Context: an optimization exercise on an open-source flow, tuned for small area and a short achievable clock period. The choices shown serve that exercise and are no tape-out recipe. Function was checked by simulation only, so behaviour that the tests miss may differ from the original. The flow treats the clock pin as an ideal source. Dropping or thinning the clock tree relies on that and would not hold on a real chip. Power and IR drop assume default switching activity.

==> flow/design.v <==
module fifo_sync #(
    parameter int WIDTH = 32,
    parameter int DEPTH = 16    
)(
    input  logic                 clk,
    input  logic                 rst_n,
    input  logic                 wr_en,
    input  logic [WIDTH-1:0]     wr_data,
    output logic                 full,
    input  logic                 rd_en,
    output logic [WIDTH-1:0]     rd_data,
    output logic                 empty,
    output logic [$clog2(DEPTH+1)-1:0] level
);
    localparam int PTR_W  = $clog2(DEPTH);
    localparam int MDEPTH = DEPTH - 1;         
    logic [WIDTH-1:0] mem [0:MDEPTH-1];
    logic [WIDTH-1:0] head;
    logic [PTR_W-1:0]            wr_ptr;       
    logic [MDEPTH-1:0]           rd_sel;       
    logic [$clog2(DEPTH+1)-1:0]  count;
    logic                        full_r;       
    logic                        nonempty_r;   
    logic                        le1_r;        
    logic push, pop;
    assign push = wr_en && !full_r;
    assign pop  = rd_en && nonempty_r;
    logic mem_push, mem_pop;
    assign mem_push = push && nonempty_r && !(le1_r && rd_en);
    assign mem_pop  = pop && !le1_r;
    always_ff @(posedge clk) begin
        for (int i = 0; i < MDEPTH; i++)
            if (push && wr_ptr == PTR_W'(i)) mem[i] <= wr_data;
    end
    logic             keep;
    logic [WIDTH-1:0] head_d;
    assign keep = !rd_en && nonempty_r;
    always_comb begin
        head_d = (head & {WIDTH{keep}}) | (wr_data & {WIDTH{!keep && le1_r}});
        for (int i = 0; i < MDEPTH; i++)
            head_d = head_d | (mem[i] & {WIDTH{!keep && !le1_r && rd_sel[i]}});
    end
    always_ff @(posedge clk) begin
        head <= head_d;
    end
    always_ff @(posedge clk or negedge rst_n) begin
        if (!rst_n) begin
            wr_ptr     <= '0;
            rd_sel     <= MDEPTH'(1);
            count      <= '0;
            full_r     <= 1'b0;
            nonempty_r <= 1'b0;
            le1_r      <= 1'b1;
        end else begin
            if (mem_push) wr_ptr <= (wr_ptr == PTR_W'(MDEPTH-1)) ? '0 : wr_ptr + 1'b1;
            if (mem_pop)  rd_sel <= {rd_sel[MDEPTH-2:0], rd_sel[MDEPTH-1]};
            if (push && !pop) begin
                count      <= count + 1'b1;
                full_r     <= (count == DEPTH-1);
                nonempty_r <= 1'b1;
                le1_r      <= !nonempty_r;
            end else if (pop && !push) begin
                count      <= count - 1'b1;
                full_r     <= 1'b0;
                nonempty_r <= (count != 1);
                le1_r      <= (count <= 2);
            end
        end
    end
    assign rd_data = head;
    assign full    = count[PTR_W];
    assign empty   = !nonempty_r;
    assign level   = count;
endmodule
==> flow/flow/run.sh <==
#!/bin/bash
# Standard ORFS layout with faster port buffers, sizing free to change cell
# footprints, larger clock-sink clusters, and area-recovery passes after
# clock-tree synthesis and after global routing (flow/downsize.tcl,
# flow/grt_downsize.tcl). Timing repair aims at 2.35 ns of setup slack up to
# CTS and 2.25 ns after global routing. The tools' output goes to
# standard.log and the ORFS logs.
set -e
ARGS=(MATCH_CELL_FOOTPRINT=0
  "BUFFER_PORTS_ARGS=-buffer_cell sky130_fd_sc_hd__buf_2"
  "CTS_ARGS=-sink_clustering_enable -repair_clock_nets -sink_clustering_size 30 -sink_clustering_max_diameter 150 -dont_use_dummy_load"
  "POST_CTS_TCL=$(pwd)/flow/downsize.tcl"
  "POST_GLOBAL_ROUTE_TCL=$(pwd)/flow/grt_downsize.tcl")
bash standard.sh "${ARGS[@]}" SETUP_SLACK_MARGIN=2.35 cts > standard.log 2>&1
bash standard.sh "${ARGS[@]}" SETUP_SLACK_MARGIN=2.25 finish >> standard.log 2>&1
==> flow/flow/downsize.tcl <==
# Area recovery: try each logic cell at a smaller drive strength of the same
# function, and keep the smaller cell only if the worst setup slack does not
# drop (clock-tree cells are left alone).
proc ds_ws {} { if {[info exists ::ds_est]} { eval estimate_parasitics $::ds_est }; return [sta::worst_slack_cmd max] }
proc ds_viol {} {
  return [expr {[sta::max_slew_violation_count] + [sta::max_capacitance_violation_count]}]
}
set ds_target [expr {[ds_ws] - 0.002e-9}]
set ds_hold [expr {min(0.0, [sta::worst_slack_cmd min])}]
set ds_v0 [ds_viol]
set ds_saved 0.0
set ds_count 0
set ds_block [ord::get_db_block]
set ds_insts {}
foreach inst [$ds_block getInsts] {
  set m [[$inst getMaster] getName]
  if {![regexp {^(sky130_fd_sc_hd__[a-z0-9]+)_([0-9]+)$} $m -> base drv]} continue
  if {[string match "*clkbuf*" $base] || [string match "*clkinv*" $base] || [string match "*tap*" $base] || [string match "*fill*" $base] || [string match "*decap*" $base] || [string match "*conb*" $base]} continue
  set name [$inst getName]
  if {[string match "clkload*" $name]} continue
  if {$drv <= 1} continue
  lappend ds_insts [list $name $base $drv $m]
}
foreach e $ds_insts {
  lassign $e name base drv orig
  set cands {}
  foreach d {0 1 2 4 6 8 12} {
    if {$d >= $drv} break
    set lc [get_lib_cells -quiet */${base}_$d]
    if {[llength $lc]} { lappend cands $lc }
  }
  if {![llength $cands]} continue
  set oarea [get_property [get_lib_cells */$orig] area]
  foreach lc $cands {
    replace_cell [get_cells $name] $lc
    if {[ds_ws] >= $ds_target && [ds_viol] <= $ds_v0 && [sta::worst_slack_cmd min] >= $ds_hold} {
      set ds_saved [expr {$ds_saved + $oarea - [get_property $lc area]}]
      incr ds_count
      break
    }
    replace_cell [get_cells $name] [get_lib_cells */$orig]
  }
}
puts "downsize: violations [ds_viol] (before $ds_v0), worst hold slack [format %.3f [expr {[sta::worst_slack_cmd min]*1e9}]] ns"
puts "downsize: $ds_count cells smaller, [format %.1f $ds_saved] um2 saved, worst slack [format %.3f [expr {[ds_ws]*1e9}]] ns"
==> flow/flow/grt_downsize.tcl <==
# After global routing and its timing repair: recover area by downsizing
# cells off the critical path (flow/downsize.tcl, re-estimating the routed
# parasitics after each change), then reroute the changed nets and rewrite
# the route guides.
global_route -start_incremental
set ::ds_est -global_routing
source [file join [file dirname [info script]] downsize.tcl]
global_route -end_incremental
estimate_parasitics -global_routing
puts "downsize: after reroute, worst slack [format %.3f [expr {[sta::worst_slack_cmd max]*1e9}]] ns"
write_guides $::env(RESULTS_DIR)/route.guide
==> flow/standard.sh <==
#!/bin/bash
# synth_recipe.tcl (not shown) runs the flow's synth.tcl, then flattens the netlist and writes it again
# the make line also repeats each setting of config.mk as NAME=value (left out here)
make -C /OpenROAD-flow-scripts/flow DESIGN_CONFIG=/design/flow/config.mk WORK_HOME=/design/flow/orfs CLKGATE_MAP_FILE= SYNTH_SCRIPT=/design/flow/synth_recipe.tcl "${@:-finish}"
==> flow/config.mk <==
export PLATFORM = sky130hd
export DESIGN_NAME = fifo_sync
export DESIGN_NICKNAME = fifo_sync
export VERILOG_FILES = /design/flow/design.v
export SDC_FILE = /design/flow/constraint.sdc
export NUM_CORES = 4
export LEC_CHECK = 0
export CAP_MARGIN = 20
export CORE_MARGIN = 2
export CORE_UTILIZATION = 40
export SLEW_MARGIN = 50
==> flow/constraint.sdc <==
create_clock -name core_clock -period 4.3 [get_ports {clk}]
set_input_delay 0.8600 -clock core_clock [delete_from_list [all_inputs] [get_ports {clk}]]
set_output_delay 0.8600 -clock core_clock [all_outputs]
set_load 0.01 [all_outputs]
==> notes.md, run 1 <==
* Initial antenna violation count at 1
* Worst slew pin tran at around 1100 ps
* CTS tree: built
* Final hold vios at 0
* Global-route wire length before repair at 70.0 mm
* Top Usage Layer GRT: met2
* Design area at around 0.021 mm2
* Gr usage total at 0.186
* Crit Path Class: flop to output port
* Port bufs at between 70 and 80
* Synth warnings at 2
* Power after layout at slightly below 10000 uW
* Crit-path leading delay family: flip-flops
* Setup crit end kind: output port
* CTS Sinks at around 540
* Clk Latency, worst-skew pair at 550 ps
* Post-synth EDFFs at 480
* Startpoint class of the critical path: flop
* DR pass1 iterations at 8
* Met2 GRT Util at 0.324
* CP max stage cell: dfrtp_1
* Wire per inst at about 26 um
* Final Critical Period at around 2000 ps
* Fin util at 0.438
* Routability cong. at between 0.7 and 0.8
* Die footprint at 0.0511 mm2
* # setup viols final at 0
* Layout cells sized above 1 at 0.0980
* Syn Nets at about 1100
* Nets at 1228
* #FFs+latches synth at roughly 540
* Req. time, crit path at roughly 3400 ps
* Fmax at around 500 MHz
* Ys async rst share at 0.0501
* Total wire length at 48.3 mm
* Fill cell count at roughly 4400
* Reg2reg path depth at 5
* Grt total ovfl at 0
* Reg2reg end: head[6]
* Vias in the first global route at approximately 11000
* Maximum vdd drop at between 0.2 and 0.25 mV
* Mapped Area at 0.0197 mm2
* Static leakage at 0.00669 uW
* Pin count of the biggest net entering global routing at 36
* Die Span X at 226 um
* Register-to-register setup slack at approximately 2300 ps
* P per Cell Area at 458 mW/mm2
* Worst Path Max Fanout at 2
* DRT antenna net count at 0
* Worst Path Buf+Inv at 2
* Clk slew on worst S/H paths at about 120 ps
* Crit. path cell count at 2
* CP cell instances: inv_2, buf_2
* Core area at approximately 0.049 mm2
* Final Max Slew Viols at 0
* Sequential share of the synthesized area at 0.797
* Crit path DAT at ~1200 ps
* Met1 usage at 0.252
* N_diodes at 0
* Placed cell area at between 0.02 and 0.025 mm2
* Period utilisation layout at 0.466
* Slew headroom at 0.298
* Vias at 10700
* Synth unique cells at 46
* Most frequent cells in the layout: 480 x edfxtp_1, 87 x a221oi_1, 65 x buf_1
* Num ports at 75
* Area Overhead vs Synth at 8.39%
* Max_cap viols at 0
* HPWL Detailed at around 28 mm
* Row count at 81
* Vias per Instance at ~5.8
* Most common cell after layout, fill and taps aside: edfxtp_1
* Post-Syn Area per Cell at 17.8 um2
* Starting Density at 0.404
* Outcome: no timing/DRC/antenna violations
* Setup Skew at between 15 and 20 ps
* Synth Instances at 1107
* Reg2Reg Launch Point: rd_sel[1]
* DRC at 0
* Hold Crit Class: input pin to asynchronous set/reset pin
* Ys flop type: edfxtp_1
* Setup TNS at 0 ps
* Final hold slack at ~320 ps
* DIE HEIGHT at 226 um
* Met3 GRT Util at 0.0219
* CP max stage delay at slightly above 400 ps
* Initial DRC count at between 1000 and 1500
## metrics by stage
| stage | setup slack (ps) | std cells |
|---|---|---|
| final | 2290 | 1848 |
| after detailed placement | 1100 | 1799 |
| after global placement | 1140 | 1798 |
| after floorplan | 1650 | 1107 |
## how the worst max path moves through the flow
| stage | start | slack [ps] | endpoint |
|---|---|---|---|
| floorplan | wr_en | 1650 | mem[1][0] |
| global placement | wr_en | 1140 | mem[11][29] |
| detailed placement | wr_en | 1100 | mem[11][19] |
| finish | nonempty_r | 2290 | empty |
## sequential cells by signal (all words and copies together), names as in the netlist
signal / count
wr_ptr: 4
head: 32
nonempty_r: 1
le1_r: 1
rd_sel: 15
mem: 480
count: 5
full_r: 1
## synthesized netlist by cell type (2+ instances only)
library cell  count  area share
dfstp_2           2      0.0027
nand3_1           7      0.0018
o22ai_1           2     0.00063
inv_1            33      0.0063
a22o_1           60       0.027
xor2_1            3      0.0013
a222oi_1         55       0.028
nand2b_1          3     0.00095
nor3_1            5      0.0013
xnor2_1           2     0.00089
and3_1           32       0.010
nor2_1           16      0.0030
mux2_4           10      0.0076
buf_6             8      0.0046
dfrtp_1          25       0.032
edfxtp_1        480        0.73
nand4_1           5      0.0016
a21oi_1          58       0.015
nand2_1           9      0.0017
o2bb2ai_1         2     0.00089
nand3b_1          5      0.0019
nor2b_1           2     0.00063
buf_4             2     0.00076
clkbuf_1         39      0.0074
buf_2            35      0.0089
ha_1              6      0.0038
mux2_2            5      0.0029
o21ai_0          35      0.0089
nor3b_1           3      0.0011
a22oi_1          23      0.0087
a221oi_1         89       0.039
dfxtp_1          32       0.032
## report_power, final
group          switching, uW  internal, uW  total, uW
registers                220          6250       6470
logic                    758           268       1030
clock network           1420           887       2310
total                   2400          7410       9810
## cells by family (layout without fill, tap and decap cells)
family | count (synthesis) | after routing | synth area share
AO/OA/AOI/OAI | 330 | 330 | 0.131
AND/OR/NAND/NOR | 92 | 93 | 0.0260
buffers and inverters | 119 | 195 | 0.0291
flip-flops | 539 | 539 | 0.797
XOR/XNOR | 5 | 5 | 0.00222
multiplexers | 16 | 16 | 0.0110
adder cells (fa/ha/maj) | 6 | 6 | 0.00380
## layer usage
metal	vias to the layer above	wire (um)
met5	-	0
met4	0	972
met3	43	3180
met2	416	24300
met1	5550	19900
li1	4722	-
## layout make-up
type	instances	area (um2)	area share
well taps	664	831	0.0388
flip-flops and latches	539	15800	0.736
repair buffers	141	731	0.0342
inverters	33	124	0.00579
multi-input cells	450	3430	0.160
clock buffers	21	526	0.0246
==> run 2: changes to the inputs <==
==> flow/flow/run.sh (replaced) <==
#!/bin/bash
# Standard ORFS layout with faster port buffers, sizing free to change cell
# footprints, larger clock-sink clusters, and an area-recovery pass after
# clock-tree synthesis (flow/downsize.tcl). Timing repair aims at 2.35 ns of
# setup slack up to CTS and 2.25 ns after global routing. The tools' output
# goes to standard.log and the ORFS logs.
set -e
ARGS=(MATCH_CELL_FOOTPRINT=0
  "BUFFER_PORTS_ARGS=-buffer_cell sky130_fd_sc_hd__buf_2"
  "CTS_ARGS=-sink_clustering_enable -repair_clock_nets -sink_clustering_size 30 -sink_clustering_max_diameter 150 -dont_use_dummy_load"
  "POST_CTS_TCL=$(pwd)/flow/downsize.tcl")
bash standard.sh "${ARGS[@]}" SETUP_SLACK_MARGIN=2.35 cts > standard.log 2>&1
bash standard.sh "${ARGS[@]}" SETUP_SLACK_MARGIN=2.25 finish >> standard.log 2>&1
--- a/flow/flow/downsize.tcl
+++ b/flow/flow/downsize.tcl
@@ -3,3 +3,3 @@
 # drop (clock-tree cells are left alone).
-proc ds_ws {} { if {[info exists ::ds_est]} { eval estimate_parasitics $::ds_est }; return [sta::worst_slack_cmd max] }
+proc ds_ws {} { return [sta::worst_slack_cmd max] }
 proc ds_viol {} {
removed: flow/flow/grt_downsize.tcl
==> run 2 against run 1 <==
Against the previous run:
- largest cell class unchanged
- clock-buffer cell count unchanged
- routed wire length increased by 0.13%
- final area increased by 0.66%
- global-route usage unchanged
- sequential power about the same
- final cell count unchanged
- core utilization increased by 0.29 points
- still clean
- critical path depth unchanged
- register-to-register slack about the same
==> notes.md, run 2 <==
* Outcome: no timing/DRC/antenna violations
* Reg2reg path depth at 4 (-1)
* Startpoint class of the critical path: flop
* Vias at 10700 (-0.28%)
* Most common cell after layout, fill and taps aside: edfxtp_1
* Initial DRC count at 1326 (-3.4%)
* Syn Nets at 1149 (unchanged)
* Final Critical Period at 2000 ps (-9.37 ps)
* CTS Sinks at 539 (unchanged)
* CP max stage delay at 410 ps (about the same)
* Pin count of the biggest net entering global routing at 36 (unchanged)
* # setup viols final at 0 (unchanged)
* Synth warnings at 2 (unchanged)
* Most frequent cells in the layout: 480 x edfxtp_1, 86 x a221oi_1, 65 x buf_1
* Worst slew pin tran at 1020 ps (-28.9 ps)
* Setup crit end kind: output port
* Vias per Instance at 5.79 (-0.28%)
* Synth area leader: edfxtp_1
* Largest regs: mem x480, head x32, rd_sel x15
* Post-synth top area share at 0.730 (unchanged)
* Worst Path Max Fanout at 2 (unchanged)
* Period utilisation layout at 0.464 (-0.00218)
* Final hold slack at 203 ps (-114 ps)
* Vias in the first global route at 10600 (unchanged)
* CTS tree: built
* Final hold vios at 0 (unchanged)
* Hold Crit Class: input pin to asynchronous set/reset pin
* Synth unique cells at 46 (unchanged)
* DR pass1 iterations at 7 (-1)
* Grt total ovfl at 0 (unchanged)
* Post-synth EDFFs at 480 (unchanged)
* Starting Density at 0.404 (unchanged)
* Register-to-register setup slack at 2330 ps (about the same)
* Area Overhead vs Synth at 9.10%
* Setup Skew at 21.2 ps (+3.20 ps)
* Maximum vdd drop at 0.228 mV (+0.32%)
* CP cell instances: inv_2, buf_6
* DRT antenna net count at 0 (unchanged)
* Reg2reg end: mem[12][19]
* Crit Path Class: flop to output port
* Max_cap viols at 0 (unchanged)
* Core area at 0.0488 mm2 (unchanged)
* Layout cells sized above 1 at 0.0997 (+0.00169)
* Synth Instances at 1107 (unchanged)
* Max FFs per register at 480 (unchanged)
* Row count at 81 (unchanged)
* Num ports at 75 (unchanged)
* N_diodes at 0 (unchanged)
* Nets at 1228 (unchanged)
* DIE HEIGHT at 226 um (unchanged)
* HPWL Detailed at 27.5 mm (unchanged)
* Clk slew on worst S/H paths at 120 ps (about the same)
* Port bufs at 74 (unchanged)
* Crit path DAT at 1140 ps (about the same)
* Initial antenna violation count at 1 (unchanged)
* #FFs+latches synth at 539 (unchanged)
* Static leakage at 0.00672 uW (+0.55%)
* Die footprint at 0.0511 mm2 (unchanged)
* Critical Path Source: nonempty_r
* Total wire length at 48.4 mm (+0.13%)
* Clk Latency, worst-skew pair at 560 ps (about the same)
* Largest cells by area after synthesis: edfxtp_1 73%, a221oi_1 3.9%, dfxtp_1 3.2%
* Setup TNS at 0 ps (unchanged)
* Synth cell count leaders: 480 x edfxtp_1, 89 x a221oi_1, 60 x a22o_1
* Slew headroom at 0.317 (+0.0193)
* Req. time, crit path at 3440 ps (about the same)
* DRC at 0 (unchanged)
* Ys async rst share at 0.0501 (unchanged)
* Sequential share of the synthesized area at 0.797 (unchanged)
* Post-Syn Area per Cell at 17.8 um2 (unchanged)
* Routability cong. at 0.757 (unchanged)
* Crit-path leading delay family: flip-flops
* RSZ-0062 raised after global routing: yes
* Die Span X at 226 um (unchanged)
* Global-route wire length before repair at 70.0 mm (unchanged)
* Final Max Slew Viols at 0 (unchanged)
* Most common cell in the netlist: edfxtp_1
* Ys flop type: edfxtp_1
* Worst Path Buf+Inv at 2 (unchanged)
* CP max stage cell: dfrtp_1
* Fmax at 501 MHz (+0.47%)
* Mapped Area at 0.0197 mm2 (unchanged)
* Gr usage total at 0.186 (unchanged)
* P per Cell Area at 455 mW/mm2 (-0.65%)
* Biggest register: mem
* Wire per inst at 26.2 um (+0.13%)
* Reg2Reg Launch Point: full_r
run 2: cell type report:
cell class | count | area [um2]
flip-flops and latches | 539 | 15800
multi-input cells | 450 | 3440
fillers | 4369 | 27300
repair buffers | 141 | 858
clock buffers | 21 | 526
inverters | 33 | 124
well taps | 664 | 831
run 2: how the worst max path moves through the flow:
stage	to	slack [ps]	depth (start not counted)
final	empty	2300	2
after detailed placement	mem[11][19]	1100	5
after floorplan	mem[1][0]	1650	4
after global placement	mem[11][29]	1140	5
after global routing	head[4]	2230	6
run 2: cells by family (layout without fill, tap and decap cells):
logic type,Yosys count,after routing,share of synthesized area
flops,539,539,0.797
compound gates,330,330,0.131
buf+inv,119,195,0.0291
simple gates,92,93,0.0260
mux,16,16,0.0110
fa+ha+maj,6,6,0.00380
xor+xnor,5,5,0.00222
run 2: through the flow:
step	std cells	worst slack, ps	total power (uW)	area [um2]	utilization
6_report	1848	2300	9810	21500	0.441
5_1_grt	1848	2230	10200	21500	0.441
3_5_place_dp	1799	1100	7710	21000	0.430
3_3_place_gp	1798	1140	7670	21000	0.429
2_1_floorplan	1107	1650	7170	19900	-
run 2: report_power, final:
part	switching [uW]	internal (uW)
Clock	1420	887
Sequential	220	6250
Combinational	758	270
run 2: per-layer routing:
| metal | track usage | up-vias | part of all wire |
|---|---|---|---|
| li1 | - | 4726 | - |
| met1 | 0.252 | 5540 | 0.41 |
| met2 | 0.324 | 395 | 0.50 |
| met3 | 0.0219 | 40 | 0.065 |
| met4 | 0.0376 | 0 | 0.017 |
| met5 | 0 | - | 0 |
==> run 3: changes to the inputs <==
==> flow/flow/run.sh (replaced) <==
#!/bin/bash
# Standard ORFS layout with faster port buffers, sizing free to change cell
# footprints and larger clock-sink clusters. After CTS the clock tree's root
# buffer is dropped, timing repaired again and area recovered
# (flow/cts_post.tcl); after global routing area is recovered again
# (flow/grt_downsize.tcl). Timing repair aims at 2.5 ns of setup slack up to
# CTS and 2.4 ns after global routing. The tools' output goes to standard.log
# and the ORFS logs.
set -e
ARGS=(MATCH_CELL_FOOTPRINT=0
  "BUFFER_PORTS_ARGS=-buffer_cell sky130_fd_sc_hd__buf_2"
  "CTS_ARGS=-sink_clustering_enable -repair_clock_nets -sink_clustering_size 30 -sink_clustering_max_diameter 150 -dont_use_dummy_load"
  "POST_CTS_TCL=$(pwd)/flow/cts_post.tcl"
  "POST_GLOBAL_ROUTE_TCL=$(pwd)/flow/grt_downsize.tcl")
bash standard.sh "${ARGS[@]}" SETUP_SLACK_MARGIN=2.5 cts > standard.log 2>&1
bash standard.sh "${ARGS[@]}" SETUP_SLACK_MARGIN=2.4 finish >> standard.log 2>&1
==> flow/flow/cts_post.tcl (new file) <==
# After clock-tree synthesis: drop the tree's root buffer (flow/noroot.tcl),
# repair setup timing again for the new clock arrival, legalize, then
# recover area by downsizing cells off the critical path (flow/downsize.tcl).
set here [file dirname [info script]]
source [file join $here noroot.tcl]
estimate_parasitics -placement
repair_timing -setup -setup_margin $::env(SETUP_SLACK_MARGIN) -repair_tns 100 -verbose
detailed_placement
estimate_parasitics -placement
source [file join $here downsize.tcl]
--- a/flow/flow/downsize.tcl
+++ b/flow/flow/downsize.tcl
@@ -2,4 +2,6 @@
 # function, and keep the smaller cell only if the worst setup slack does not
-# drop (clock-tree cells are left alone).
-proc ds_ws {} { return [sta::worst_slack_cmd max] }
+# drop and no slew, capacitance or hold violation appears (clock-tree cells
+# are left alone).
+if {![info exists ::ds_est]} { set ::ds_est -placement }
+proc ds_ws {} { eval estimate_parasitics $::ds_est; return [sta::worst_slack_cmd max] }
 proc ds_viol {} {
@@ -17,3 +19,5 @@
   if {![regexp {^(sky130_fd_sc_hd__[a-z0-9]+)_([0-9]+)$} $m -> base drv]} continue
-  if {[string match "*clkbuf*" $base] || [string match "*clkinv*" $base] || [string match "*tap*" $base] || [string match "*fill*" $base] || [string match "*decap*" $base] || [string match "*conb*" $base]} continue
+  set name [$inst getName]
+  if {[string match "clkbuf_*" $name] || [string match "clkload*" $name]} continue
+  if {[string match "*clkinv*" $base] || [string match "*tap*" $base] || [string match "*fill*" $base] || [string match "*decap*" $base] || [string match "*conb*" $base]} continue
   set name [$inst getName]
==> flow/flow/grt_downsize.tcl (new file) <==
# After global routing and its timing repair: recover area by downsizing
# cells off the critical path (flow/downsize.tcl, re-estimating the routed
# parasitics after each change), then reroute the changed nets and rewrite
# the route guides.
global_route -start_incremental
set ::ds_est -global_routing
source [file join [file dirname [info script]] downsize.tcl]
global_route -end_incremental
estimate_parasitics -global_routing
puts "downsize: after reroute, worst slack [format %.3f [expr {[sta::worst_slack_cmd max]*1e9}]] ns"
write_guides $::env(RESULTS_DIR)/route.guide
==> flow/flow/noroot.tcl (new file) <==
set nr_block [ord::get_db_block]
set nr_clk [$nr_block findNet clk]
set nr_its [$nr_clk getITerms]
if {[llength $nr_its] == 1} {
  set nr_root [[lindex $nr_its 0] getInst]
  set nr_net [[$nr_root findITerm X] getNet]
  set nr_n 0
  foreach it [$nr_net getITerms] { if {[$it getInst] ne $nr_root} { incr nr_n } }
  if {$nr_n <= 4} {
    foreach it [$nr_net getITerms] {
      if {[$it getInst] ne $nr_root} { $it disconnect; $it connect $nr_clk }
    }
    puts "noroot: removed [$nr_root getName], clock port now feeds $nr_n pins"
    odb::dbInst_destroy $nr_root
    odb::dbNet_destroy $nr_net
  }
}
==> run 3 against run 2 <==
Against the previous run:
- clock power about the same
- synthesized cell count unchanged
- via count up 4.3%
- flip-flop and latch count stayed put
- core utilization grew 0.53 points
- global-route usage rose by 1.6 points
- non-clock buffer count up 44
- sequential share of layout area shrank 0.92 points
- hold slack better by 240 ps
==> notes.md, run 3 <==
* Place WS at 1460 ps (+353 ps)
* Starting Density at 0.404 (unchanged)
* Req. time, crit path at 4610 ps (+1170 ps)
* Crit path DAT at 2210 ps (+1070 ps)
* Gr usage total at 0.202 (+0.0157)
* Slew headroom at 0.423 (+0.106)
* Die footprint at 0.0511 mm2 (unchanged)
* Outcome: no timing/DRC/antenna violations
* Initial DRC count at 1411 (+6.4%)
* Most frequent cells in the layout: 480 x edfxtp_1, 87 x a221oi_1, 77 x buf_1
* DR pass1 iterations at 8 (+1)
* Clk Latency, worst-skew pair at 430 ps (-130 ps)
* Vias in the first global route at 10900 (+3.1%)
* CTS Sinks at 539 (unchanged)
* Setup crit end kind: flop
* Nets at 1271 (+3.5%)
* Most common cell after layout, fill and taps aside: edfxtp_1
* Largest regs: mem x480, head x32, rd_sel x15
* Synth area leader: edfxtp_1
* Maximum vdd drop at 0.254 mV (+11%)
* Area Overhead vs Synth at 10.4%
* Hold Crit Class: input pin to asynchronous set/reset pin
* Crit Path Class: flop to flop
* Reg2Reg Launch Point: rd_sel[3]
* Biggest register: mem
* Pin count of the biggest net entering global routing at 62 (+72%)
* Clk slew on worst S/H paths at 110 ps (about the same)
* Startpoint class of the critical path: flop
* Register-to-register setup slack at 2410 ps (+80 ps)
* # setup viols final at 0 (unchanged)
* Ys async rst share at 0.0501 (unchanged)
* Final Critical Period at 1890 ps (-105 ps)
* DRT antenna net count at 0 (unchanged)
* Setup TNS at 0 ps (unchanged)
* #FFs+latches synth at 539 (unchanged)
* Syn Nets at 1149 (unchanged)
* Final hold vios at 0 (unchanged)
* Post-synth top area share at 0.730 (unchanged)
* Final Max Slew Viols at 0 (unchanged)
* Fmax at 529 MHz (+5.6%)
* Core area at 0.0488 mm2 (unchanged)
* Worst slew pin tran at 865 ps (-159 ps)
* Vias per Instance at 5.90 (+1.9%)
* Post-Syn Area per Cell at 17.8 um2 (unchanged)
* Post-synth EDFFs at 480 (unchanged)
* Setup WS post-layout at 2410 ps (+105 ps)
* Wire per inst at 27.4 um (+4.7%)
* Most common cell in the netlist: edfxtp_1
* Global-route wire length before repair at 74.8 mm (+6.8%)
* Reg2reg path depth at 4 (unchanged)
* Max_cap viols at 0 (unchanged)
* Setup Skew at 21.8 ps (+0.547 ps)
* Layout cells sized above 1 at 0.115 (+0.0153)
* P per Cell Area at 459 mW/mm2 (+0.69%)
* Period utilisation layout at 0.440 (-0.0244)
* Port bufs at 74 (unchanged)
* N_diodes at 0 (unchanged)
* Initial antenna violation count at 1 (unchanged)
* Reg2reg end: head[11]
* Die Span X at 226 um (unchanged)
* Max FFs per register at 480 (unchanged)
* Static leakage at 0.00685 uW (+1.9%)
* Largest cells by area after synthesis: edfxtp_1 73%, a221oi_1 3.9%, dfxtp_1 3.2%
* Vias at 11200 (+4.3%)
* HPWL Detailed at 28.4 mm (+3.1%)
* Ys flop type: edfxtp_1
* DIE HEIGHT at 226 um (unchanged)
* Synth cell count leaders: 480 x edfxtp_1, 89 x a221oi_1, 60 x a22o_1
* Synth Instances at 1107 (unchanged)
* Routability cong. at 0.777 (+2.7%)
* Grt total ovfl at 0 (unchanged)
* Num ports at 75 (unchanged)
* Synth unique cells at 46 (unchanged)
* Row count at 81 (unchanged)
* Sequential share of the synthesized area at 0.797 (unchanged)
* Worst Path Max Fanout at 24 (+22)
* DRC at 0 (unchanged)
* Mapped Area at 0.0197 mm2 (unchanged)
* Synth warnings at 2 (unchanged)
* Total wire length at 51.8 mm (+7.1%)
## run 3: logic make-up (layout without fill, tap and decap cells)
| group | after synthesis | after routing | synth area share |
|---|---|---|---|
| buffers and inverters | 119 | 238 | 0.0291 |
| AND/OR/NAND/NOR | 92 | 93 | 0.0260 |
| flip-flops | 539 | 539 | 0.797 |
| multiplexers | 16 | 16 | 0.0110 |
| XOR/XNOR | 5 | 5 | 0.00222 |
| AO/OA/AOI/OAI | 330 | 330 | 0.131 |
| adder cells (fa/ha/maj) | 6 | 6 | 0.00380 |
## run 3: area by class of cell
type	instances	area, um2
Sequential cell	539	15700
Timing Repair Buffer	185	1080
Inverter	33	124
Multi-Input combinational cell	450	3520
Fill cell	4369	27100
Tap cell	664	831
Clock buffer	20	500
## run 3: where the power goes
part / switching (uW) / total [uW] / internal (uW)
Clock: 1440 / 2290 / 847
Combinational: 878 / 1240 / 364
Sequential: 217 / 6470 / 6250
## run 3: layer usage
layer,GRT usage,share of wire
met5,0,0
met4,0.0573,0.029
met3,0.0215,0.064
met2,0.336,0.48
met1,0.281,0.42
## run 3: critical path: stages, from the launching register on
cell	delay [ps]
dfrtp_2	540
buf_4	310
a221oi_1	590
nand4_1	170
o2bb2ai_1	160
## run 3: how the worst max path moves through the flow
stage,from,endpoint,slack (ps),cells past startpoint
6_report,rd_sel[3],head[11],2410,4
3_3_place_gp,wr_en,mem[9][16],1280,6
3_5_place_dp,wr_en,mem[9][23],1460,7
2_1_floorplan,wr_en,mem[1][0],1650,4
## run 3: per-stage QoR
| stage | utilization | instances | hold WS (ps) | area, um2 | power, uW |
|---|---|---|---|---|---|
| 3_5_place_dp | 0.431 | 1803 | 469 | 21100 | 7730 |
| 2_1_floorplan | - | 1107 | 450 | 19900 | 7170 |
| 3_3_place_gp | 0.431 | 1802 | 472 | 21000 | 7680 |
| 6_report | 0.446 | 1891 | 439 | 21800 | 10000 |
==> run 4: changes to the inputs <==
--- a/flow/design.v
+++ b/flow/design.v
@@ -18,3 +18,3 @@
     logic [WIDTH-1:0] head;
-    logic [PTR_W-1:0]            wr_ptr;       
+    logic [MDEPTH-1:0]           wr_sel;       
     logic [MDEPTH-1:0]           rd_sel;       
@@ -32,3 +32,3 @@
         for (int i = 0; i < MDEPTH; i++)
-            if (push && wr_ptr == PTR_W'(i)) mem[i] <= wr_data;
+            if (wr_en && wr_sel[i]) mem[i] <= wr_data;
     end
@@ -47,3 +47,3 @@
         if (!rst_n) begin
-            wr_ptr     <= '0;
+            wr_sel     <= MDEPTH'(1);
             rd_sel     <= MDEPTH'(1);
@@ -54,3 +54,8 @@
         end else begin
-            if (mem_push) wr_ptr <= (wr_ptr == PTR_W'(MDEPTH-1)) ? '0 : wr_ptr + 1'b1;
+            if (push && !pop && count == DEPTH-1)
+                wr_sel <= '0;
+            else if (full_r && pop)
+                wr_sel <= rd_sel;
+            else if (mem_push)
+                wr_sel <= {wr_sel[MDEPTH-2:0], wr_sel[MDEPTH-1]};
             if (mem_pop)  rd_sel <= {rd_sel[MDEPTH-2:0], rd_sel[MDEPTH-1]};
@@ -70,3 +75,3 @@
     assign rd_data = head;
-    assign full    = count[PTR_W];
+    assign full    = full_r;
     assign empty   = !nonempty_r;
--- a/flow/config.mk
+++ b/flow/config.mk
@@ -10,2 +10,2 @@
 export CORE_UTILIZATION = 40
-export SLEW_MARGIN = 50
+export SLEW_MARGIN = 20
==> run 4 against run 3 <==
Against the previous run:
- register-to-register slack better by 80 ps
- combinational power is 41% lower
- core utilization is 1.0 points lower
- first-iteration DRC count is 23% lower
- synthesized cell count is 8.3% higher
- die area is 2.5% higher
- total power is 9.7% lower
- non-clock buffer count is 74 lower
- sequential share of layout area is 1.2 points higher
- fmax is 1.1% higher
- critical endpoint is now empty
==> notes.md, run 4 <==
* Outcome: no timing/DRC/antenna violations
* Worst Path Max Fanout at 2 (-92%)
* Ys async rst share at 0.0691 (+0.0190)
* Setup TNS at 0 ps (unchanged)
* CTS Sinks at 550 (+2.0%)
* Fin util at 0.436 (-0.0105)
* Clk slew on worst S/H paths at 110 ps (about the same)
* Initial antenna violation count at 0 (-1)
* Period utilisation layout at 0.435 (-0.00494)
* Max_cap viols at 0 (unchanged)
* DRC at 0 (unchanged)
* Synth Instances at 1199 (+8.3%)
* Final hold vios at 0 (unchanged)
* Die Span X at 229 um (+1.3%)
* Static leakage at 0.00698 uW (+1.9%)
* Crit Path Class: flop to output port
* #FFs+latches synth at 550 (+2.0%)
* Met1 usage at 0.233 (-0.0479)
* Area Overhead vs Synth at 7.73%
* Grt total ovfl at 0 (unchanged)
* Most common cell in the netlist: edfxtp_1
* Routability cong. at 0.747 (-3.9%)
* Biggest register: mem
* Hold Crit Class: flop to flop
* Initial DRC count at 1092 (-23%)
* Starting Density at 0.404 (about the same)
* Maximum vdd drop at 0.246 mV (-2.9%)
* Worst slew pin tran at 924 ps (+58.8 ps)
* Post-synth top area share at 0.712 (-0.0184)
* Clk Latency, worst-skew pair at 430 ps (about the same)
* Most common cell after layout, fill and taps aside: edfxtp_1
* Post-Syn Area per Cell at 16.9 um2 (-5.3%)
* Power after layout at 9030 uW (-9.7%)
* Met2 GRT Util at 0.316 (-0.0209)
* Gr usage total at 0.178 (-0.0234)
* P per Cell Area at 414 mW/mm2 (-9.8%)
* # setup viols final at 0 (unchanged)
* Die footprint at 0.0524 mm2 (+2.5%)
* Port bufs at 74 (unchanged)
* Crit path DAT at 1010 ps (-1200 ps)
* Synth cell count leaders: 480 x edfxtp_1, 247 x a22oi_1, 76 x nand2_1
* DR pass1 iterations at 7 (-1)
* Sequential share of the synthesized area at 0.791 (-0.00644)
* Ys flop type: edfxtp_1
* Final Max Slew Viols at 0 (unchanged)
* Global-route wire length before repair at 70.5 mm (-5.7%)
* Max FFs per register at 480 (unchanged)
* Pin count of the biggest net entering global routing at 65 (+4.8%)
* N_diodes at 0 (unchanged)
* Vias in the first global route at 11100 (+1.2%)
* Synth area leader: edfxtp_1
* Row count at 82 (+1.2%)
* Most frequent cells in the layout: 480 x edfxtp_1, 247 x a22oi_1, 80 x buf_1
* Layout cells sized above 1 at 0.0721 (-0.0428)
* Startpoint class of the critical path: flop
* Syn Nets at 1241 (+8.0%)
* Top Usage Layer GRT: met2
* Met3 GRT Util at 0.0264 (+0.00493)
* Largest cells by area after synthesis: edfxtp_1 71%, a22oi_1 9.2%, dfrtp_1 4.3%
* Mapped Area at 0.0203 mm2 (+2.6%)
* Final Critical Period at 1870 ps (-21.2 ps)
* Vias per Instance at 5.69 (-3.6%)
* Nets at 1292 (+1.7%)
* Setup crit end kind: output port
* HPWL Detailed at 25.0 mm (-12%)
* Req. time, crit path at 3440 ps (-1170 ps)
* Post-synth EDFFs at 480 (unchanged)
* Core area at 0.0501 mm2 (+2.5%)
* Final hold slack at 499 ps (+60.1 ps)
* Synth unique cells at 41 (-11%)
* Largest regs: mem x480, head x32
* Num ports at 75 (unchanged)
* Total wire length at 47.2 mm (-9.0%)
* Fmax at 535 MHz (+1.1%)
* Slew headroom at 0.384 (-0.0392)
* DIE HEIGHT at 229 um (+1.3%)
* Setup Skew at 54.0 ps (+32.2 ps)
* Vias at 10900 (-2.1%)
* Synth warnings at 2 (unchanged)
* Wire per inst at 24.6 um (-10%)
* DRT antenna net count at 0 (unchanged)
## run 4: cell count changes in the layout (fill, tap and decap cells not counted), sizes merged, moves of 26 or more
cell,change
buf,-50
nand2,+66
and3,-28
a22o,-56
a222oi,-55
nand4,+26
inv,-28
a221oi,-86
a22oi,+224
a21oi,-29
## run 4: kinds of logic after synthesis
group                    after synthesis  synth area share
flip-flops                           550             0.791
AND/OR/NAND/NOR                      148            0.0368
AO/OA/AOI/OAI                        370             0.129
multiplexers                          31            0.0162
adder cells (fa/ha/maj)                6           0.00371
XOR/XNOR                               5           0.00216
buffers and inverters                 89            0.0216
## run 4: worst paths after layout
path                            start          to  slack, ps  depth (start not counted)
setup / recovery           nonempty_r       empty       2430                          2
hold / removal                head[0]     head[0]        500                          2
setup reg to reg           rd_sel[11]    head[11]       2490                          5
hold reg to reg               head[0]     head[0]        500                          2
max in group asynchronous       rst_n  rd_sel[12]       3100                          1
min in group asynchronous       rst_n   wr_sel[2]        530                          1
## run 4: power by group
| part | internal (uW) | total [uW] | switching [uW] |
|---|---|---|---|
| clock network | 887 | 2340 | 1450 |
| logic | 233 | 735 | 502 |
| registers | 5890 | 5950 | 61.7 |
## run 4: worst max-delay path: stages (launching register included)
cell and delay (ps):
dfrtp_1 420, inv_2 70, buf_6 90
## run 4: cell type report
class                           instances  area [um2]
Clock buffer                           21         526
Timing Repair Buffer                  111         524
Sequential cell                       550       16000
Inverter                                5        21.3
Tap cell                              672         841
Multi-Input combinational cell        561        3870
Fill cell                            4508       28300
## run 4: layer usage
| layer | vias to the layer above | routed length (um) |
|---|---|---|
| li1 | 4918 | - |
| met2 | 283 | 24000 |
| met1 | 5668 | 19900 |
| met5 | - | 0 |
| met3 | 55 | 2570 |
| met4 | 0 | 754 |
## run 4: metrics by stage
step / std cells / area [um2] / worst slack [ps]
finish: 1920 / 21800 / 2430
floorplan: 1199 / 20300 / 2280
global placement: 1876 / 21200 / 1760
detailed placement: 1877 / 21200 / 1750
==> run 5: changes to the inputs <==
--- a/flow/config.mk
+++ b/flow/config.mk
@@ -10,2 +10,2 @@
 export CORE_UTILIZATION = 40
-export SLEW_MARGIN = 20
+export SLEW_MARGIN = 50
==> run 5 against run 4 <==
Against the previous run:
- still clean on timing, DRC and antenna
- synthesized area stayed put
- via count is 0.47% lower
- register-to-register slack worse by 50 ps
- sequential power hardly changed
- total power hardly changed
- non-clock buffer count is 2 higher
- clock power hardly changed
- die area stayed put
- clock skew is 2.3 ps higher
- flip-flop and latch count stayed put
- setup slack worse by 5.6 ps
- critical endpoint unchanged
- largest cell class unchanged
==> notes.md, run 5 <==
* Clk Latency, worst-skew pair at 430 ps (about the same)
* Final Max Slew Viols at 0 (unchanged)
* N_diodes at 0 (unchanged)
* Crit Path Class: flop to output port
* Die footprint at 0.0524 mm2 (unchanged)
* Vias in the first global route at 10900 (-1.2%)
* CP max stage cell: dfrtp_1
* Setup crit end kind: output port
* Starting Density at 0.404 (unchanged)
* CP cell instances: inv_2, buf_6
* Most frequent cells in the layout: 480 x edfxtp_1, 247 x a22oi_1, 78 x buf_1
* Gr usage total at 0.178 (-0.000535)
* CP max stage delay at 420 ps (about the same)
* DRT antenna net count at 0 (unchanged)
* Post-synth EDFFs at 480 (unchanged)
* Port bufs at 74 (unchanged)
* Max_cap viols at 0 (unchanged)
* Final Critical Period at 1880 ps (+5.63 ps)
* Period utilisation layout at 0.436 (+0.00131)
* Ys flop type: edfxtp_1
* Setup WS post-layout at 2420 ps (-5.63 ps)
* Num ports at 75 (unchanged)
* Layout cells sized above 1 at 0.0720 (-0.000115)
* Synth cell count leaders: 480 x edfxtp_1, 247 x a22oi_1, 76 x nand2_1
* Max FFs per register at 480 (unchanged)
* Fill cell count at 4491 (-0.38%)
* Met1 usage at 0.240 (+0.00699)
* Synth warnings at 2 (unchanged)
* Crit path DAT at 1020 ps (about the same)
* Wire per inst at 24.5 um (-0.19%)
* Mapped Area at 0.0203 mm2 (unchanged)
* Synth area leader: edfxtp_1
* Nets at 1294 (+0.15%)
* Fmax at 533 MHz (-0.30%)
* Area Overhead vs Synth at 7.57%
* Setup TNS at 0 ps (unchanged)
* Met3 GRT Util at 0.0229 (-0.00349)
* Syn Nets at 1241 (unchanged)
* Crit-path leading delay family: flip-flops
* Post-synth top area share at 0.712 (unchanged)
* CTS Sinks at 550 (unchanged)
* Initial DRC count at 1008 (-7.7%)
* Hold Crit Class: flop to flop
* Grt total ovfl at 0 (unchanged)
* Worst slew pin tran at 1060 ps (+133 ps)
* Pin count of the biggest net entering global routing at 65 (unchanged)
* Maximum vdd drop at 0.276 mV (+12%)
* Place WS at 1810 ps (+57.0 ps)
* P per Cell Area at 414 mW/mm2 (+0.13%)
* #FFs+latches synth at 550 (unchanged)
* Initial antenna violation count at 0 (unchanged)
* Slew headroom at 0.295 (-0.0889)
* DIE HEIGHT at 229 um (unchanged)
* Req. time, crit path at 3440 ps (about the same)
* Row count at 82 (unchanged)
* Total wire length at 47.1 mm (about the same)
* Global-route wire length before repair at 70.4 mm (-0.16%)
* Most common cell in the netlist: edfxtp_1
* Setup Skew at 56.3 ps (+2.33 ps)
* Startpoint class of the critical path: flop
* Vias per Instance at 5.66 (-0.57%)
* Vias at 10900 (-0.47%)
* Outcome: no timing/DRC/antenna violations
* Final hold vios at 0 (unchanged)
* Clk slew on worst S/H paths at 110 ps (about the same)
* Static leakage at 0.00696 uW (-0.35%)
* Ys async rst share at 0.0691 (unchanged)
* Worst Path Buf+Inv at 2 (unchanged)
* Synth Instances at 1199 (unchanged)
* Worst Path Max Fanout at 2 (unchanged)
* Routability cong. at 0.747 (unchanged)
* DRC at 0 (unchanged)
* Synth unique cells at 41 (unchanged)
* Biggest register: mem
* Most common cell after layout, fill and taps aside: edfxtp_1
* Top Usage Layer GRT: met2
* DR pass1 iterations at 5 (-2)
* Largest regs: mem x480, head x32
* Met2 GRT Util at 0.309 (-0.00701)
* Core area at 0.0501 mm2 (unchanged)
* # setup viols final at 0 (unchanged)
* Largest cells by area after synthesis: edfxtp_1 71%, a22oi_1 9.2%, dfrtp_1 4.3%
* Die Span X at 229 um (unchanged)
* Post-Syn Area per Cell at 16.9 um2 (unchanged)
* HPWL Detailed at 25.1 mm (+0.15%)
* Sequential share of the synthesized area at 0.791 (unchanged)
run 5: cell type report:
class                      count  area [um2]  area share
tap                          672         841      0.0386
multi-input combinational    561        3850       0.177
clock buffer                  21         526      0.0241
timing repair buffer         113         517      0.0237
sequential                   550       16000       0.736
inverter                       5        21.3    0.000976
run 5: cell families (layout without fill, tap and decap cells):
| family | Yosys count | count (layout) | synth area share |
|---|---|---|---|
| AO/OA/AOI/OAI | 370 | 371 | 0.129 |
| AND/OR/NAND/NOR | 148 | 148 | 0.0368 |
| buffers and inverters | 89 | 139 | 0.0216 |
| adder cells (fa/ha/maj) | 6 | 6 | 0.00371 |
| multiplexers | 31 | 31 | 0.0162 |
| XOR/XNOR | 5 | 5 | 0.00216 |
| flip-flops | 550 | 550 | 0.791 |
run 5: stage by stage:
| stage | std cells | power (uW) | utilization | hold slack, ps | instance area [um2] |
|---|---|---|---|---|---|
| after floorplan | 1199 | 6460 | - | 466 | 20300 |
| after global placement | 1876 | 6770 | 0.424 | 468 | 21200 |
| after detailed placement | 1878 | 6790 | 0.425 | 468 | 21300 |
| final | 1922 | 9020 | 0.435 | 499 | 21800 |
run 5: metal layers:
| layer | up-vias | share of wire |
|---|---|---|
| met5 | - | 0 |
| met3 | 51 | 0.053 |
| met2 | 289 | 0.50 |
| li1 | 4912 | - |
| met1 | 5621 | 0.43 |
| met4 | 0 | 0.018 |
run 5: worst min-delay path, delay by kind of cell (launching register included):
family,cells,cell delay [ps]
AOI/OAI and AO/OA,2,130
DFF,1,340
run 5: final timing paths:
| path | start | end | slack, ps | cells past startpoint |
|---|---|---|---|---|
| worst min register to register | head[4] | head[4] | 500 | 2 |
| worst max-delay path | nonempty_r | empty | 2420 | 2 |
| worst max register to register | rd_sel[5] | head[23] | 2440 | 5 |
| min in group asynchronous | rst_n | wr_sel[2] | 540 | 1 |
| max in group asynchronous | rst_n | rd_sel[12] | 3080 | 1 |
| worst min-delay path | head[4] | head[4] | 500 | 2 |
run 5: power breakdown:
| group | leakage, uW | switching (uW) | internal, uW |
|---|---|---|---|
| combinational | 0.00163 | 498 | 226 |
| sequential | 0.00507 | 60.2 | 5890 |
| clock | 0.000259 | 1460 | 887 |
| total | 0.00696 | 2020 | 7000 |
==> run 6: changes to the inputs <==
--- a/flow/config.mk
+++ b/flow/config.mk
@@ -9,3 +9,4 @@
 export CORE_MARGIN = 2
-export CORE_UTILIZATION = 40
-export SLEW_MARGIN = 50
+export CORE_UTILIZATION = 65
+export PLACE_DENSITY = 0.76
+export SLEW_MARGIN = 20
==> run 6 against run 5 <==
Against the previous run:
- still clean on timing, DRC and antenna
- combinational power up 1%
- via count up 5.2%
- fmax down 0.32%
- synthesized cell count unchanged
- global-route usage up 10 points
- sequential power about the same
- first-iteration DRC count up 26%
- highest routed layer unchanged
==> notes.md, run 6 <==
* Gr usage total at 0.279 (+0.102)
* Sequential share of the synthesized area at 0.791 (unchanged)
* Wire per inst at 27.6 um (+13%)
* Req. time, crit path at 3440 ps (about the same)
* Max FFs per register at 480 (unchanged)
* Routability cong. at 0.757 (+1.4%)
* Synth unique cells at 41 (unchanged)
* Fmax at 532 MHz (-0.32%)
* Die Span X at 181 um (-21%)
* CTS Sinks at 550 (unchanged)
* Synth cell count leaders: 480 x edfxtp_1, 247 x a22oi_1, 76 x nand2_1
* Reg2reg path depth at 4 (-1)
* Crit path DAT at 1020 ps (about the same)
* CP cell instances: buf_1
* Row count at 64 (-22%)
* DIE HEIGHT at 181 um (-21%)
* Die footprint at 0.0326 mm2 (-38%)
* DRC at 0 (unchanged)
* DRT antenna net count at 0 (unchanged)
* Mapped Area at 0.0203 mm2 (unchanged)
* Core area at 0.0307 mm2 (-39%)
* Grt total ovfl at 0 (unchanged)
* Setup WS post-layout at 2420 ps (-6.09 ps)
* Fin util at 0.700 (+0.265)
* Setup Skew at 44.2 ps (-12.1 ps)
* Hold Crit Class: flop to flop
* Nets at 1291 (-0.23%)
* Final hold slack at 493 ps (-6.18 ps)
* Crit Path Class: flop to output port
* Crit-path leading delay family: flip-flops
* Most frequent cells in the layout: 480 x edfxtp_1, 247 x a22oi_1, 84 x buf_1
* CP max stage cell: dfxtp_2
* Initial DRC count at 1274 (+26%)
* Synth warnings at 2 (unchanged)
* Slew headroom at 0.376 (+0.0804)
* Worst Path Max Fanout at 2 (unchanged)
* Place WS at 1790 ps (-17.6 ps)
* Setup TNS at 0 ps (unchanged)
* Static leakage at 0.00698 uW (+0.37%)
* Crit. path cell count at 1 (-1)
* Clk slew on worst S/H paths at 110 ps (about the same)
* Outcome: no timing/DRC/antenna violations
* P per Cell Area at 419 mW/mm2 (+1.2%)
* Post-synth EDFFs at 480 (unchanged)
* Num ports at 75 (unchanged)
* Syn Nets at 1241 (unchanged)
* Starting Density at 0.660 (+0.256)
* Worst Hold Depth at 1 (-1)
* Inst Count DP at 1601 (-15%)
* Vias at 11400 (+5.2%)
* Post-Syn Area per Cell at 16.9 um2 (unchanged)
* CP max stage delay at 410 ps (about the same)
* Area Overhead vs Synth at 6.01%
* Synth Instances at 1199 (unchanged)
* DR pass1 iterations at 7 (+2)
* Total wire length at 45.4 mm (-3.6%)
* Startpoint class of the critical path: flop
* Pin count of the biggest net entering global routing at 65 (unchanged)
* Worst slew pin tran at 936 ps (-121 ps)
* Most common cell after layout, fill and taps aside: edfxtp_1
* Vias per Instance at 6.96 (+23%)
* Largest regs: mem x480, head x32
* Worst Path Buf+Inv at 1 (-1)
* Largest cells by area after synthesis: edfxtp_1 71%, a22oi_1 9.2%, dfrtp_1 4.3%
* Ys flop type: edfxtp_1
* Biggest register: mem
* Final hold vios at 0 (unchanged)
* Layout cells sized above 1 at 0.0682 (-0.00384)
* Clk Latency, worst-skew pair at 430 ps (about the same)
* #FFs+latches synth at 550 (unchanged)
* Max_cap viols at 0 (unchanged)
* Final Critical Period at 1880 ps (+6.09 ps)
* Ys async rst share at 0.0691 (unchanged)
* Period utilisation layout at 0.437 (+0.00142)
* Synth area leader: edfxtp_1
* Global-route wire length before repair at 68.7 mm (-2.4%)
* Maximum vdd drop at 0.330 mV (+20%)
* Port bufs at 74 (unchanged)
* Setup crit end kind: output port
* Vias in the first global route at 11500 (+5.0%)
* Post-synth top area share at 0.712 (unchanged)
* Most common cell in the netlist: edfxtp_1
* Final Max Slew Viols at 0 (unchanged)
* HPWL Detailed at 23.1 mm (-7.8%)
* Initial antenna violation count at 1 (+1)
* Fin cells at 1644 (-14%)
* # setup viols final at 0 (unchanged)
[run 6: cell counts after synthesis]
No cell type changed its count.
[run 6: power breakdown]
| part | leakage (uW) | switching, uW | internal, uW |
|---|---|---|---|
| Clock | 0.000259 | 1430 | 885 |
| Sequential | 0.00507 | 63.2 | 5890 |
| Combinational | 0.00166 | 506 | 228 |
[run 6: cell type report]
cell class              count  area [um2]
diodes                      1        2.50
inverters                   5        21.3
well taps                 396         495
fillers                  2043        9200
clock buffers              21         526
repair buffers            109         502
flip-flops and latches    550       16000
multi-input cells         562        3900
[run 6: logic make-up (layout without fill, tap and decap cells)]
| kind of cell | Yosys count | count (layout) | synth area share |
|---|---|---|---|
| DFF | 550 | 550 | 0.791 |
| AOI/OAI and AO/OA | 370 | 371 | 0.129 |
| and+or+nand+nor | 148 | 149 | 0.0368 |
| buffers and inverters | 89 | 135 | 0.0216 |
| muxes | 31 | 31 | 0.0162 |
| adders and majority gates | 6 | 6 | 0.00371 |
| xor gates and xnor gates | 5 | 5 | 0.00216 |
| other | 0 | 1 | 0 |
[run 6: final timing paths]
check	slack (ps)	end	from
setup / recovery	2420	rd_data[19]	head[19]
hold / removal	490	head[18]	head[18]
setup reg to reg	2460	head[11]	rd_sel[1]
hold reg to reg	490	head[18]	head[18]
max in group asynchronous	3130	rd_sel[6]	rst_n
min in group asynchronous	530	rd_sel[3]	rst_n
[run 6: metal layers]
layer / vias to the layer above / global-route usage / share of wire
li1: 4908 / - / -
met1: 5851 / 0.393 / 0.39
met2: 587 / 0.467 / 0.50
met3: 90 / 0.0350 / 0.082
met4: 0 / 0.0835 / 0.027
met5: - / 0 / 0
[run 6: stage by stage]
| stage | instance area (um2) | total power, uW |
|---|---|---|
| floorplan | 20300 | 6460 |
| global placement | 20900 | 6730 |
| detailed placement | 20900 | 6750 |
| finish | 21500 | 9000 |
==> run 7: changes to the inputs <==
--- a/flow/config.mk
+++ b/flow/config.mk
@@ -9,4 +9,4 @@
 export CORE_MARGIN = 2
-export CORE_UTILIZATION = 65
-export PLACE_DENSITY = 0.76
+export CORE_UTILIZATION = 55
+export PLACE_DENSITY = 0.68
 export SLEW_MARGIN = 20
==> run 7 against run 6 <==
Against the previous run:
- routed wire length up 2.0%
- largest cell class unchanged
- flip-flop and latch count unchanged
- still clean on timing, DRC and antenna
- largest power group unchanged
- combinational power hardly changed
- setup slack gained 2.7 ps
- critical path depth increased by 1
- hold slack better by 10 ps
- clock skew grew 3.5 ps
- fmax grew 0.15%
- global-route usage is 3.7 points lower
- highest routed layer unchanged
==> notes.md, run 7 <==
* Outcome: no timing/DRC/antenna violations
* Biggest register: mem
* Max_cap viols at 0 (unchanged)
* Req. time, crit path at 3440 ps (about the same)
* Most frequent cells in the layout: 480 x edfxtp_1, 247 x a22oi_1, 84 x buf_1
* Crit path DAT at 1020 ps (about the same)
* Num ports at 75 (unchanged)
* Crit Path Class: flop to output port
* Setup TNS at 0 ps (unchanged)
* Clk Latency, worst-skew pair at 430 ps (about the same)
* Row count at 70 (+9.4%)
* Main combinational cell family by area after synthesis: compound AO/OA/AOI/OAI gates
* Placed cell area at 0.0210 mm2 (+0.40%)
* Largest cells by area after synthesis: edfxtp_1 71%, a22oi_1 9.2%, dfrtp_1 4.3%
* Most common cell in the netlist: edfxtp_1
* Gr usage total at 0.242 (-0.0371)
* Startpoint class of the critical path: flop
* Core area at 0.0364 mm2 (+19%)
* Synth unique cells at 41 (unchanged)
* Most common cell after layout, fill and taps aside: edfxtp_1
* Fmax at 532 MHz (+0.15%)
* Mapped Area at 0.0203 mm2 (unchanged)
* Global-route wire length before repair at 69.1 mm (+0.50%)
* Worst Hold End: head[2]
* Register-to-register setup slack at 2460 ps (about the same)
* Setup crit end kind: output port
* Layout cells sized above 1 at 0.0743 (+0.00618)
* Vias per Instance at 6.48 (-6.8%)
* Ys flop type: edfxtp_1
* Synth warnings at 2 (unchanged)
* Synth Instances at 1199 (unchanged)
* Place WS at 1770 ps (-17.5 ps)
* Final hold vios at 0 (unchanged)
* Total wire length at 46.3 mm (+2.0%)
* Grt total ovfl at 0 (unchanged)
* Worst Path Max Fanout at 2 (unchanged)
* Worst slew pin tran at 971 ps (+34.7 ps)
* Worst Hold Depth at 2 (+1)
* HPWL Detailed at 23.6 mm (+2.3%)
* Routability cong. at 0.740 (-2.3%)
* Starting Density at 0.556 (-0.104)
* Synth area leader: edfxtp_1
* Post-synth top area share at 0.712 (unchanged)
* Initial antenna violation count at 1 (unchanged)
* Pin count of the biggest net entering global routing at 65 (unchanged)
* Wire per inst at 26.9 um (-2.5%)
* Hold Crit Class: flop to flop
* Area Overhead vs Synth at 6.51%
* Post-synth EDFFs at 480 (unchanged)
* Min-delay src: head[2]
* Port bufs at 74 (unchanged)
* CTS Sinks at 550 (unchanged)
* Clk slew on worst S/H paths at 110 ps (about the same)
* Vias at 11100 (-2.5%)
* Max FFs per register at 480 (unchanged)
* Compound-Gate Fraction of Synth Area at 0.129 (unchanged)
* P per Cell Area at 419 mW/mm2 (about the same)
* Period utilisation layout at 0.437 (-0.000640)
* Slew headroom at 0.353 (-0.0231)
* Final Critical Period at 1880 ps (-2.75 ps)
* Die footprint at 0.0384 mm2 (+18%)
* Nets at 1295 (+0.31%)
* Final Max Slew Viols at 0 (unchanged)
* Mux cell area share after synthesis at 0.0162 (unchanged)
* Setup Skew at 47.6 ps (+3.48 ps)
* Setup WS post-layout at 2420 ps (+2.75 ps)
* Ys async rst share at 0.0691 (unchanged)
* DR pass1 iterations at 5 (-2)
* Vias in the first global route at 11000 (-3.9%)
* Syn Nets at 1241 (unchanged)
* Simple-gate share of the synthesized area at 0.0368 (unchanged)
* # setup viols final at 0 (unchanged)
* Reg2Reg Launch Point: rd_sel[3]
* Static leakage at 0.00698 uW (-0.11%)
* DIE HEIGHT at 196 um (+8.5%)
* Sequential share of the synthesized area at 0.791 (unchanged)
* Fill cell count at 2757 (+35%)
* Largest regs: mem x480, head x32
* Die Span X at 196 um (+8.5%)
* #FFs+latches synth at 550 (unchanged)
* DRT antenna net count at 0 (unchanged)
* Adder-cell share of the synthesized area at 0.00371 (unchanged)
* Initial DRC count at 1214 (-4.7%)
* Maximum vdd drop at 0.303 mV (-8.2%)
* Fin util at 0.592 (-0.108)
* Xor and xnor area share after synthesis at 0.00216 (unchanged)
* Synth cell count leaders: 480 x edfxtp_1, 247 x a22oi_1, 76 x nand2_1
* Post-Syn Area per Cell at 16.9 um2 (unchanged)
* Design area at 0.0216 mm2 (+0.47%)
* Reg2reg path depth at 5 (+1)
* DRC at 0 (unchanged)
* Reg2reg end: head[27]
==> run 7: worst max path at each step <==
| stage | start | end | depth (start not counted) |
|---|---|---|---|
| 6_report | nonempty_r | empty | 2 |
| 3_5_place_dp | wr_en | mem[12][14] | 2 |
| 2_1_floorplan | wr_en | count[3] | 6 |
| 3_3_place_gp | wr_en | mem[12][13] | 2 |
==> run 7: power breakdown <==
group	switching [uW]	internal (uW)	leakage, uW
logic	505	232	0.00166
registers	60.5	5890	0.00506
clock network	1470	886	0.000259
==> run 7: final cells by class <==
class / count / area [um2] / share of cell area
diodes: 1 / 2.50 / 0.000116
clock buffers: 21 / 526 / 0.0244
inverters: 5 / 21.3 / 0.000986
multi-input cells: 562 / 3890 / 0.180
flip-flops and latches: 550 / 16000 / 0.743
well taps: 468 / 586 / 0.0271
repair buffers: 113 / 509 / 0.0236
==> run 7: kinds of logic (layout without fill, tap and decap cells) <==
family / Yosys count / count (layout)
flops: 550 / 550
compound gates: 370 / 371
simple gates: 148 / 149
buf+inv: 89 / 139
mux: 31 / 31
fa+ha+maj: 6 / 6
xor+xnor: 5 / 5
other cells: 0 / 1
==> run 7: critical path, cell delays in order, from the launching register on <==
cell,delay [ps]
dfrtp_1,420
inv_2,70
buf_4,110
==> run 7: routing by layer <==
metal | vias up | track usage | share of wire
met5 | - | 0 | 0
li1 | 4916 | - | -
met3 | 45 | 0.0268 | 0.067
met2 | 418 | 0.416 | 0.49
met1 | 5767 | 0.342 | 0.42
met4 | 0 | 0.0457 | 0.018
==> run 7: per-stage QoR <==
step | power [uW] | hold slack (ps) | std cells
2_1_floorplan | 6460 | 466 | 1199
3_3_place_gp | 6740 | 467 | 1672
3_5_place_dp | 6760 | 478 | 1672
6_report | 9040 | 503 | 1720
==> run 8: changes to the inputs <==
--- a/flow/config.mk
+++ b/flow/config.mk
@@ -11,2 +11,2 @@
 export PLACE_DENSITY = 0.68
-export SLEW_MARGIN = 20
+export SLEW_MARGIN = 50
==> run 8 against run 7 <==
Against the previous run:
- core utilization about the same
- global-route usage about the same
- via count is 0.68% lower
- flip-flop and latch count is the same
- largest cell class unchanged
- highest routed layer unchanged
==> notes.md, run 8 <==
* Outcome: no timing/DRC/antenna violations
* Gr usage total at 0.243 (+0.000417)
* Final Critical Period at 1870 ps (-13.0 ps)
* Syn Nets at 1241 (unchanged)
* Max FFs per register at 480 (unchanged)
* Clk Latency, worst-skew pair at 430 ps (about the same)
* Static leakage at 0.00698 uW (+0.12%)
* Final Max Slew Viols at 0 (unchanged)
* Register-to-register setup slack at 2490 ps (+30 ps)
* Setup Skew at 54.1 ps (+6.42 ps)
* Initial antenna violation count at 0 (-1)
* Worst Path Max Fanout at 2 (unchanged)
* Crit Path Class: flop to output port
* Largest regs: mem x480, head x32
* Vias per Instance at 6.43 (-0.74%)
* Vias in the first global route at 11000 (-0.082%)
* Layout cells sized above 1 at 0.0718 (-0.00251)
* Pin count of the biggest net entering global routing at 65 (unchanged)
* Clk slew on worst S/H paths at 110 ps (about the same)
* Place WS at 1820 ps (+48.3 ps)
* Die Span X at 196 um (unchanged)
* Fmax at 536 MHz (+0.70%)
* # setup viols final at 0 (unchanged)
* Setup WS post-layout at 2430 ps (+13.0 ps)
* Total wire length at 46.3 mm (about the same)
* DIE HEIGHT at 196 um (unchanged)
* Initial DRC count at 1119 (-7.8%)
* Req. time, crit path at 3440 ps (about the same)
* Synth area leader: edfxtp_1
* DRT antenna net count at 0 (unchanged)
* Wire per inst at 26.9 um (about the same)
* P per Cell Area at 419 mW/mm2 (about the same)
* HPWL Detailed at 24.0 mm (+1.5%)
* Most frequent cells in the layout: 480 x edfxtp_1, 247 x a22oi_1, 83 x buf_1
* Post-synth EDFFs at 480 (unchanged)
* Synth Instances at 1199 (unchanged)
* Setup TNS at 0 ps (unchanged)
* Largest cells by area after synthesis: edfxtp_1 71%, a22oi_1 9.2%, dfrtp_1 4.3%
* Post-synth top area share at 0.712 (unchanged)
* DR pass1 iterations at 8 (+3)
* Design area at 0.0216 mm2 (about the same)
* Setup crit end kind: output port
* Most common cell in the netlist: edfxtp_1
* Power after layout at 9030 uW (about the same)
* Placed cell area at 0.0210 mm2 (+0.26%)
* Die footprint at 0.0384 mm2 (unchanged)
* Global-route wire length before repair at 69.4 mm (+0.44%)
* Mapped Area at 0.0203 mm2 (unchanged)
* Num ports at 75 (unchanged)
* CTS Sinks at 550 (unchanged)
* Synth unique cells at 41 (unchanged)
* Grt total ovfl at 0 (unchanged)
* Starting Density at 0.556 (unchanged)
* Max_cap viols at 0 (unchanged)
* Period utilisation layout at 0.434 (-0.00303)
* Startpoint class of the critical path: flop
* Post-Syn Area per Cell at 16.9 um2 (unchanged)
* Vias at 11100 (-0.68%)
* Area Overhead vs Synth at 6.45% (about the same)
* Worst slew pin tran at 930 ps (-41.4 ps)
* Hold Crit Class: flop to flop
* Biggest register: mem
* Sequential share of the synthesized area at 0.791 (unchanged)
* Core area at 0.0364 mm2 (unchanged)
* N_diodes at 0 (-1)
* #FFs+latches synth at 550 (unchanged)
* Crit path DAT at 1010 ps (about the same)
* Row count at 70 (unchanged)
* Slew headroom at 0.380 (+0.0276)
* Synth warnings at 2 (unchanged)
* Final hold vios at 0 (unchanged)
* Most common cell after layout, fill and taps aside: edfxtp_1
* Routability cong. at 0.740 (unchanged)
* Port bufs at 74 (unchanged)
* Ys async rst share at 0.0691 (unchanged)
* Maximum vdd drop at 0.323 mV (+6.5%)
* Synth cell count leaders: 480 x edfxtp_1, 247 x a22oi_1, 76 x nand2_1
* DRC at 0 (unchanged)
* Ys flop type: edfxtp_1
* Nets at 1297 (+0.15%)
==> run 8: cell counts after synthesis <==
No cell type changed its count.
==> run 8: logic make-up (layout without fill, tap and decap cells) <==
family / count (synthesis) / in the layout / share of synthesized area
multiplexers: 31 / 31 / 0.0162
XOR/XNOR: 5 / 5 / 0.00216
adder cells (fa/ha/maj): 6 / 6 / 0.00371
buffers and inverters: 89 / 141 / 0.0216
AND/OR/NAND/NOR: 148 / 149 / 0.0368
flip-flops: 550 / 550 / 0.791
AO/OA/AOI/OAI: 370 / 371 / 0.129
==> run 8: power breakdown <==
part,switching (uW),internal (uW),leakage [uW]
Sequential,60.7,5890,0.00506
Combinational,496,231,0.00166
Clock,1470,887,0.000259
==> run 8: critical path: stages (launching register included) <==
cell,delay (ps)
dfrtp_1,420
inv_2,70
buf_6,100
==> run 8: per-stage QoR <==
| stage | hold slack (ps) | utilization | std cells |
|---|---|---|---|
| 3_5_place_dp | 474 | 0.577 | 1674 |
| 3_3_place_gp | 467 | 0.575 | 1672 |
| 6_report | 504 | 0.592 | 1721 |
| 2_1_floorplan | 466 | - | 1199 |
==> run 8: path summary, 6_finish.rpt <==
kind | from | endpoint | cells after the start
setup / recovery | nonempty_r | empty | 2
hold reg to reg | head[2] | head[2] | 2
min in group asynchronous | rst_n | rd_sel[6] | 1
setup reg to reg | rd_sel[8] | head[15] | 5
max in group asynchronous | rst_n | rd_sel[12] | 1
hold / removal | head[2] | head[2] | 2
==> run 8: final cells by class <==
class                      count  area (um2)
sequential                   550       16000
inverter                       5        21.3
timing repair buffer         115         532
tap                          468         586
multi-input combinational    562        3860
clock buffer                  21         526
fill                        2748       14900
==> run 8: routing by layer <==
metal / routed length [um] / vias to the layer above / global-route usage
met2: 23000 / 386 / 0.418
met1: 19400 / 5715 / 0.342
met5: 0 / - / 0
li1: - / 4921 / -
met4: 868 / 0 / 0.0443
met3: 3090 / 48 / 0.0277

what the ideal ports hide:
The results above use ideal ports. As a check the final layouts listed here were re-extracted and re-timed, cells and wires unchanged. Step 1 sets driving cells, clkbuf_16 on the clock port and buf_2 on the other inputs (assumed; they add their load-dependent delay and slew). Step 2 adds t to the input delays and takes it off the output delays; t is the mean of the earliest and latest rising clock arrival at the registers after step 1. Input paths then give back, and output paths get back, about the clock's delay inside the block. Three values: ideal ports, drivers, drivers and shift; two values: the first two.
run	shift t [ns]	slack for setup (ns)	slew at the worst register clock pin (ns)
run 1	0.599	2.295 / 2.242 / 1.788	0.12 / 0.12
run 2	0.600	2.304 / 2.252 / 1.773	0.12 / 0.12
run 3	0.492	2.409 / 2.352 / 1.951	0.12 / 0.12
run 4	0.478	2.431 / 2.360 / 2.021	0.12 / 0.12
run 5	0.473	2.425 / 2.356 / 1.994	0.12 / 0.12
run 6	0.481	2.419 / 2.352 / 2.019	0.11 / 0.11
run 7	0.474	2.422 / 2.355 / 2.035	0.11 / 0.11
run 8	0.467	2.435 / 2.371 / 2.041	0.11 / 0.11
After both steps every run listed still meets setup and hold. For run 2, which loses most, drivers alone change the setup slack by -0.052 ns; drivers and shift together by -0.531 ns.
